This design comes from an exercise in tuning for small area on the open sky130 flow, not from production work.
RTL that was checked went through simulation tests only; none was proved equivalent to the original.
Power is estimated from default activity; no workload was simulated.

==> run a <==
==> flow/design.v <==
module execute(EXE_NPC, EXE_CSRFD, EXE_ALU1, EXE_ALU2, EXE_IR,
               EXE_V, EXE_RFD, MEM_NPC, MEM_ALU_RESULT, MEM_IR,
               MEM_SR2, MEM_SR1, MEM_V, MEM_CSRFD, MEM_RFD, clk, V_MEM_STALL, MEM_ECALL, EXE_ECALL, RESET,
               V_AGEX_BR_STALL, EXE_IR_OLD, V_AGEX_TRAP_STALL);
input clk;
input EXE_V;
input V_MEM_STALL;
input RESET;
input EXE_ECALL;
input [31:0] EXE_IR;
input [63:0] EXE_NPC, EXE_CSRFD, EXE_ALU1, EXE_ALU2;
input [63:0] EXE_RFD;
output reg MEM_ECALL;
output reg [31:0] MEM_IR;
output [31:0] EXE_IR_OLD;
output reg [63:0] MEM_NPC, MEM_ALU_RESULT, MEM_SR2, MEM_SR1,
                  MEM_CSRFD, MEM_RFD;
output reg MEM_V;
output V_AGEX_BR_STALL;
output V_AGEX_TRAP_STALL;
wire [6:0] op = EXE_IR[6:0];
wire [2:0] f3 = EXE_IR[14:12];
wire b30 = EXE_IR[30];
assign V_AGEX_BR_STALL = (op == 7'b1100011) | (op == 7'b1101111) | (op == 7'b1100111);
assign V_AGEX_TRAP_STALL = (EXE_IR[27:0] == 28'h0000073);
assign EXE_IR_OLD = EXE_IR;
wire load = EXE_V & ~V_MEM_STALL & ~RESET;
wire isLUI  = (op == 7'b0110111);
wire isAUI  = (op == 7'b0010111);
wire isPC   = (op == 7'b0000011) | (op == 7'b0100011) | (op == 7'b1101111) | (op == 7'b1100111);
wire isOPI  = (op == 7'b0010011);
wire isOP   = (op == 7'b0110011);
wire isOPIW = (op == 7'b0011011);
wire isOPW  = (op == 7'b0111011);
wire rr = isOPI | isOP;
wire ww = isOPIW | isOPW;
wire f0 = (f3 == 3'd0);
wire f1 = (f3 == 3'd1);
wire f5 = (f3 == 3'd5);
wire selAdd64 = isLUI | isAUI | isPC | (rr & f0);
wire selAddW  = ww & f0;
wire selLt    = rr & (f3[2:1] == 2'b01);
wire selXorOr = rr & ((f3 == 3'd4) | (f3 == 3'd6));
wire selAndOr = rr & ((f3 == 3'd7) | (f3 == 3'd6));
wire selR64   = rr & f5;
wire selL64   = rr & f1;
wire selRW    = ww & f5 & ~(isOPW & b30);
wire selLW    = ww & (f1 | (isOPW & f5 & b30));
wire upd      = selAdd64 | selAddW | selLt | selXorOr | selAndOr |
                selR64 | selL64 | selRW | selLW;
wire sub    = ((isOP | isOPW) & f0 & b30) | selLt;
wire ltSign = ~f3[0];
wire left   = selL64 | selLW;
wire arith  = isOPIW & f5 & b30;
wire word   = ww;
reg [63:0] orp;
integer i, l;
always @* begin
    orp = EXE_NPC;
    for (l = 0; l < 6; l = l + 1)
        for (i = 2; i < 64; i = i + 1)
            if (((i - 2) >> l) & 1)
                orp[i] = orp[i] | orp[((((i - 2) >> l) << l) - 1) + 2];
end
wire [63:0] npcm4;
assign npcm4[1:0] = EXE_NPC[1:0];
assign npcm4[2] = ~EXE_NPC[2];
genvar k;
generate for (k = 3; k < 64; k = k + 1) begin : g_dec
    assign npcm4[k] = ~(EXE_NPC[k] ^ orp[k-1]);
end endgenerate
wire useA1 = ~isPC & ~isLUI;
wire [63:0] A = ({64{isPC}} & npcm4) | ({64{useA1}} & EXE_ALU1);
wire [63:0] B = EXE_ALU2;
wire [63:0] Bx = B ^ {64{sub}};
wire [63:0] p0 = A ^ Bx;
wire [63:0] g0 = A & Bx;
reg [63:0] G, P;
always @* begin
    G = g0;
    P = p0;
    G[0] = g0[0] | (p0[0] & sub);
    for (l = 0; l < 6; l = l + 1)
        for (i = 0; i < 64; i = i + 1)
            if ((i >> l) & 1) begin
                G[i] = G[i] | (P[i] & G[((i >> l) << l) - 1]);
                P[i] = P[i] & P[((i >> l) << l) - 1];
            end
end
wire [63:0] carry = {G[62:0], sub};
wire [63:0] sum = p0 ^ carry;
wire cout = G[63];
wire ltu = ~cout;
wire lt = ltSign ? ((A[63] ^ B[63]) ? A[63] : ltu) : ltu;
wire [5:0] sh = {EXE_ALU2[5] & ~word, EXE_ALU2[4:0]};
wire [63:0] x;
generate for (k = 0; k < 64; k = k + 1) begin : g_sx
    if (k < 32) begin : lo
        assign x[k] = left ? A[63-k] : A[k];
    end else begin : hi
        assign x[k] = left ? A[63-k] : (arith ? A[31] : A[k]);
    end
end endgenerate
wire [3:0] d0 = 4'b0001 << sh[1:0];
wire [3:0] d1 = 4'b0001 << sh[3:2];
wire [3:0] d2 = 4'b0001 << sh[5:4];
wire [66:0] xe = {3'b0, x};
wire [63:0] q1;
generate for (k = 0; k < 64; k = k + 1) begin : g_q1
    assign q1[k] = (d0[0] & xe[k]) | (d0[1] & xe[k+1]) | (d0[2] & xe[k+2]) | (d0[3] & xe[k+3]);
end endgenerate
wire [111:0] q1e = {48'b0, q1};
wire [63:0] q2;
generate for (k = 0; k < 64; k = k + 1) begin : g_q2
    assign q2[k] = (d1[0] & q1e[k]) | (d1[1] & q1e[k+4]) | (d1[2] & q1e[k+8]) | (d1[3] & q1e[k+12]);
end endgenerate
wire [111:0] q2e = {48'b0, q2};
wire [63:0] R;
generate for (k = 0; k < 64; k = k + 1) begin : g_q3
    assign R[k] = (d2[0] & q2e[k]) | (d2[1] & q2e[k+16]) | (d2[2] & q2e[k+32]) | (d2[3] & q2e[k+48]);
end endgenerate
wire [63:0] Rrev;
generate for (k = 0; k < 64; k = k + 1) begin : g_rv
    assign Rrev[k] = R[63-k];
end endgenerate
wire gAdd64 = load & selAdd64;
wire gAddW  = load & selAddW;
wire gAddLo = gAdd64 | gAddW;
wire gLt    = load & selLt;
wire gXO    = load & selXorOr;
wire gAO    = load & selAndOr;
wire gR64   = load & selR64;
wire gL64   = load & selL64;
wire gRlo   = gR64 | (load & selRW);
wire gLlo   = gL64 | (load & selLW);
wire [63:0] res;
assign res[31:0] = ({32{gAddLo}} & sum[31:0]) | ({32{gXO}} & p0[31:0]) |
                   ({32{gAO}} & g0[31:0]) | ({32{gRlo}} & R[31:0]) |
                   ({32{gLlo}} & Rrev[31:0]) | {31'd0, gLt & lt};
assign res[63:32] = ({32{gAdd64}} & sum[63:32]) | ({32{gAddW & sum[31]}}) |
                    ({32{gXO}} & p0[63:32]) | ({32{gAO}} & g0[63:32]) |
                    ({32{gR64}} & R[63:32]) | ({32{gL64}} & Rrev[63:32]);
wire hold = load & ~upd;
wire c1 = load & (EXE_IR[13:12] == 2'b01);
wire c2 = load & (EXE_IR[13:12] == 2'b10);
wire [63:0] csr = ({64{c1 | c2}} & EXE_RFD) | ({64{c2}} & EXE_ALU1);
always @(posedge clk) begin
    MEM_NPC   <= {64{load}} & EXE_NPC;
    MEM_ECALL <= load & EXE_ECALL;
    MEM_IR    <= {32{load}} & EXE_IR;
    MEM_SR1   <= {64{load}} & EXE_ALU1;
    MEM_SR2   <= {64{load}} & EXE_ALU2;
    MEM_CSRFD <= {64{load}} & EXE_CSRFD;
    MEM_RFD   <= csr;
    MEM_V     <= load;
    MEM_ALU_RESULT <= res | ({64{hold}} & MEM_ALU_RESULT);
end
endmodule
==> flow/flow/run.sh <==
#!/bin/bash
# The standard layout with these changes:
#  - synthesis maps with an area-oriented ABC script (flow/abc_area.script);
#    everything else in ORFS's scripts folder is used unchanged (copied);
#  - buffers that ABC inserted are removed at floorplan (REMOVE_ABC_BUFFERS);
#  - port buffers use sky130_fd_sc_hd__buf_1 instead of clkdlybuf4s50_1;
set -euo pipefail
cd "$(dirname "${BASH_SOURCE[0]}")/.."
rm -rf scripts_local
cp -r "$FLOW_HOME/scripts" scripts_local
cp flow/abc_area.script scripts_local/abc_area.script
cat >> config.mk <<'EOC'
export BUFFER_PORTS_ARGS = -buffer_cell sky130_fd_sc_hd__buf_1
export REMOVE_ABC_BUFFERS = 1
export CTS_ARGS = -sink_clustering_enable -repair_clock_nets -dont_use_dummy_load -sink_clustering_size 16 -sink_clustering_max_diameter 100 -buf_list sky130_fd_sc_hd__clkbuf_8
EOC
bash standard.sh SCRIPTS_DIR="$PWD/scripts_local" finish > standard_make.log 2>&1
==> flow/flow/abc_area.script <==
strash
&get -n
&st
&syn2
&dch
&nf -R 20 -p
&st
&syn2
&dch
&nf -R 20 -p
&st
&dch
&nf -R 20 -p
&put
==> flow/standard.sh <==
#!/bin/bash
# synth_recipe.tcl (not shown) runs the flow's synth.tcl, then flattens the netlist and writes it again
# the make line also repeats each setting of config.mk as NAME=value (left out here)
make -C /OpenROAD-flow-scripts/flow DESIGN_CONFIG=/design/flow/config.mk WORK_HOME=/design/flow/orfs CLKGATE_MAP_FILE= SYNTH_SCRIPT=/design/flow/synth_recipe.tcl "${@:-finish}"
==> flow/config.mk <==
export PLATFORM = sky130hd
export DESIGN_NAME = execute
export DESIGN_NICKNAME = execute
export VERILOG_FILES = /design/flow/design.v
export SDC_FILE = /design/flow/constraint.sdc
export NUM_CORES = 4
export LEC_CHECK = 0
export ABC_AREA = 1
export CAP_MARGIN = 10
export CORE_AREA = 3 3 277 277
export CTS_BUF_LIST = sky130_fd_sc_hd__clkbuf_8
export CTS_CLUSTER_DIAMETER = 100
export CTS_CLUSTER_SIZE = 16
export DIE_AREA = 0 0 280 280
export GPL_TIMING_DRIVEN = 0
export SETUP_SLACK_MARGIN = 0.12
export SLEW_MARGIN = 10
export BUFFER_PORTS_ARGS = -buffer_cell sky130_fd_sc_hd__buf_1
export REMOVE_ABC_BUFFERS = 1
export CTS_ARGS = -sink_clustering_enable -repair_clock_nets -dont_use_dummy_load -sink_clustering_size 16 -sink_clustering_max_diameter 100 -buf_list sky130_fd_sc_hd__clkbuf_8
==> flow/constraint.sdc <==
create_clock -name core_clock -period 8.5 [get_ports {clk}]
set_input_delay 1.7000 -clock core_clock [delete_from_list [all_inputs] [get_ports {clk}]]
set_output_delay 1.7000 -clock core_clock [all_outputs]
set_load 0.01 [all_outputs]
==> run b (differences from run a) <==
--- a/flow/design.v
+++ b/flow/design.v
@@ -102,22 +102,10 @@
     end
 end endgenerate
-wire [3:0] d0 = 4'b0001 << sh[1:0];
-wire [3:0] d1 = 4'b0001 << sh[3:2];
-wire [3:0] d2 = 4'b0001 << sh[5:4];
-wire [66:0] xe = {3'b0, x};
-wire [63:0] q1;
-generate for (k = 0; k < 64; k = k + 1) begin : g_q1
-    assign q1[k] = (d0[0] & xe[k]) | (d0[1] & xe[k+1]) | (d0[2] & xe[k+2]) | (d0[3] & xe[k+3]);
-end endgenerate
-wire [111:0] q1e = {48'b0, q1};
-wire [63:0] q2;
-generate for (k = 0; k < 64; k = k + 1) begin : g_q2
-    assign q2[k] = (d1[0] & q1e[k]) | (d1[1] & q1e[k+4]) | (d1[2] & q1e[k+8]) | (d1[3] & q1e[k+12]);
-end endgenerate
-wire [111:0] q2e = {48'b0, q2};
-wire [63:0] R;
-generate for (k = 0; k < 64; k = k + 1) begin : g_q3
-    assign R[k] = (d2[0] & q2e[k]) | (d2[1] & q2e[k+16]) | (d2[2] & q2e[k+32]) | (d2[3] & q2e[k+48]);
-end endgenerate
+wire [63:0] r1 = sh[0] ? {1'b0,  x[63:1]}  : x;
+wire [63:0] r2 = sh[1] ? {2'b0,  r1[63:2]} : r1;
+wire [63:0] r3 = sh[2] ? {4'b0,  r2[63:4]} : r2;
+wire [63:0] r4 = sh[3] ? {8'b0,  r3[63:8]} : r3;
+wire [63:0] r5 = sh[4] ? {16'b0, r4[63:16]} : r4;
+wire [63:0] R  = sh[5] ? {32'b0, r5[63:32]} : r5;
 wire [63:0] Rrev;
 generate for (k = 0; k < 64; k = k + 1) begin : g_rv
==> flow/flow/abc_area.script (replaced) <==
strash
&get -n
&st
&syn2
&dch
&nf -R 20 -p -F 8 -A 4
&st
&syn2
&dch
&nf -R 20 -p -F 8 -A 4
&st
&dch
&nf -R 20 -p -F 8 -A 4
&put
==> run c (differences from run a) <==
--- a/flow/design.v
+++ b/flow/design.v
@@ -102,22 +102,10 @@
     end
 end endgenerate
-wire [3:0] d0 = 4'b0001 << sh[1:0];
-wire [3:0] d1 = 4'b0001 << sh[3:2];
-wire [3:0] d2 = 4'b0001 << sh[5:4];
-wire [66:0] xe = {3'b0, x};
-wire [63:0] q1;
-generate for (k = 0; k < 64; k = k + 1) begin : g_q1
-    assign q1[k] = (d0[0] & xe[k]) | (d0[1] & xe[k+1]) | (d0[2] & xe[k+2]) | (d0[3] & xe[k+3]);
-end endgenerate
-wire [111:0] q1e = {48'b0, q1};
-wire [63:0] q2;
-generate for (k = 0; k < 64; k = k + 1) begin : g_q2
-    assign q2[k] = (d1[0] & q1e[k]) | (d1[1] & q1e[k+4]) | (d1[2] & q1e[k+8]) | (d1[3] & q1e[k+12]);
-end endgenerate
-wire [111:0] q2e = {48'b0, q2};
-wire [63:0] R;
-generate for (k = 0; k < 64; k = k + 1) begin : g_q3
-    assign R[k] = (d2[0] & q2e[k]) | (d2[1] & q2e[k+16]) | (d2[2] & q2e[k+32]) | (d2[3] & q2e[k+48]);
-end endgenerate
+wire [63:0] r1 = sh[0] ? {1'b0,  x[63:1]}  : x;
+wire [63:0] r2 = sh[1] ? {2'b0,  r1[63:2]} : r1;
+wire [63:0] r3 = sh[2] ? {4'b0,  r2[63:4]} : r2;
+wire [63:0] r4 = sh[3] ? {8'b0,  r3[63:8]} : r3;
+wire [63:0] r5 = sh[4] ? {16'b0, r4[63:16]} : r4;
+wire [63:0] R  = sh[5] ? {32'b0, r5[63:32]} : r5;
 wire [63:0] Rrev;
 generate for (k = 0; k < 64; k = k + 1) begin : g_rv
==> flow/flow/run.sh (replaced) <==
#!/bin/bash
# The standard layout with three changes:
#  - synthesis maps with an area-oriented ABC script (flow/abc_area.script);
#    everything else in ORFS's scripts folder is used unchanged (copied);
#  - buffers that ABC inserted are removed at floorplan (REMOVE_ABC_BUFFERS);
#  - port buffers use sky130_fd_sc_hd__buf_1 instead of clkdlybuf4s50_1.
set -euo pipefail
cd "$(dirname "${BASH_SOURCE[0]}")/.."
rm -rf scripts_local
cp -r "$FLOW_HOME/scripts" scripts_local
cp flow/abc_area.script scripts_local/abc_area.script
cat >> config.mk <<'EOC'
export BUFFER_PORTS_ARGS = -buffer_cell sky130_fd_sc_hd__buf_1
export REMOVE_ABC_BUFFERS = 1
EOC
bash standard.sh SCRIPTS_DIR="$PWD/scripts_local" finish > standard_make.log 2>&1
- CAP_MARGIN: 10 -> 20
- CTS_ARGS: -sink_clustering_enable -repair_clock_nets -dont_use_dummy_load -sink_clustering_size 16 -sink_clustering_max_diameter 100 -buf_list sky130_fd_sc_hd__clkbuf_8 -> unset
- CTS_CLUSTER_DIAMETER: 100 -> 60
- SETUP_SLACK_MARGIN: 0.12 -> unset
- SLEW_MARGIN: 10 -> 20
==> comparison table <==
Outcome: run a complete, no violations; run c complete, no violations; run b complete, no violations
Total combinational power: run a 972 µW; run c 974 µW; run b 971 µW
DRT iter0 DRCs: run a 2135; run c 2763; run b 2386
Initial antenna violation count: run a 17; run c 30; run b 22
Gate power share: run a 24.0%; run c 20.9%; run b 23.9%
Maximum number of pins on one net before global-route repair: run a 133; run c 120; run b 60
Synth Area in Simple Gates: run a 21.79%; run c 22.65%; run b 22.24%
Largest fanout on the critical path: run a 5; run c 4; run b 6
Hold worst-path end: run a MEM_ALU_RESULT[4]; run c MEM_ALU_RESULT[28]; run b MEM_ALU_RESULT[18]
Compound-gate portion of the synthesized area: run a 24.21%; run c 23.48%; run b 23.81%
Fraction of final layout cells sized beyond drive strength 1: run a 6.508%; run c 6.322%; run b 5.739%
Count of different cell masters after synthesis: run a 62; run c 61; run b 64
Beginning of the worst hold path: run a MEM_ALU_RESULT[4]; run c MEM_ALU_RESULT[28]; run b MEM_ALU_RESULT[18]
Layout non-clock buf frac: run a 14.51%; run c 14.16%; run b 14.76%
Routed WL: run a 115.3 mm; run c 117.3 mm; run b 114.7 mm
Top cell type's share of synthesized area: run a 39.46%; run c 39.07%; run b 39.14%
The RTL of run a was laid out without a check of its function.

separate check: timing with driven ports:
No port has a modelled driver above. Below, the same layouts with a new extraction and two added sets of constraints.
Step 1: set_driving_cell puts a clkbuf_16 on clk and a buf_2 on each other input, an assumption about the parent block.
Step 2 adds t to the input delays and takes it off the output delays; t is the mean of the earliest and latest rising clock arrival at the registers after step 1. Input paths then give back, and output paths get back, about the clock's delay inside the block.
Three values: no drivers, after step 1, after step 2; two values: the first two.
| run | t (ns) | slack for setup (ns) | latest minus earliest clock arrival (ns) | slew at the worst register clock pin (ns) |
|---|---|---|---|---|
| run a | 0.655 | 0.271 / 0.299 / -0.356 | 0.076 / 0.076 | 0.12 / 0.12 |
| run b | 0.685 | 0.209 / 0.225 / -0.460 | 0.075 / 0.075 | 0.11 / 0.11 |
| run c | 0.714 | 0.222 / 0.247 / -0.466 | 0.039 / 0.039 | 0.11 / 0.11 |
Met with ideal ports but missed after step 2: setup timing in every run listed. For run c, which loses most, drivers alone change the setup slack by +0.025 ns; drivers and shift together by -0.688 ns.
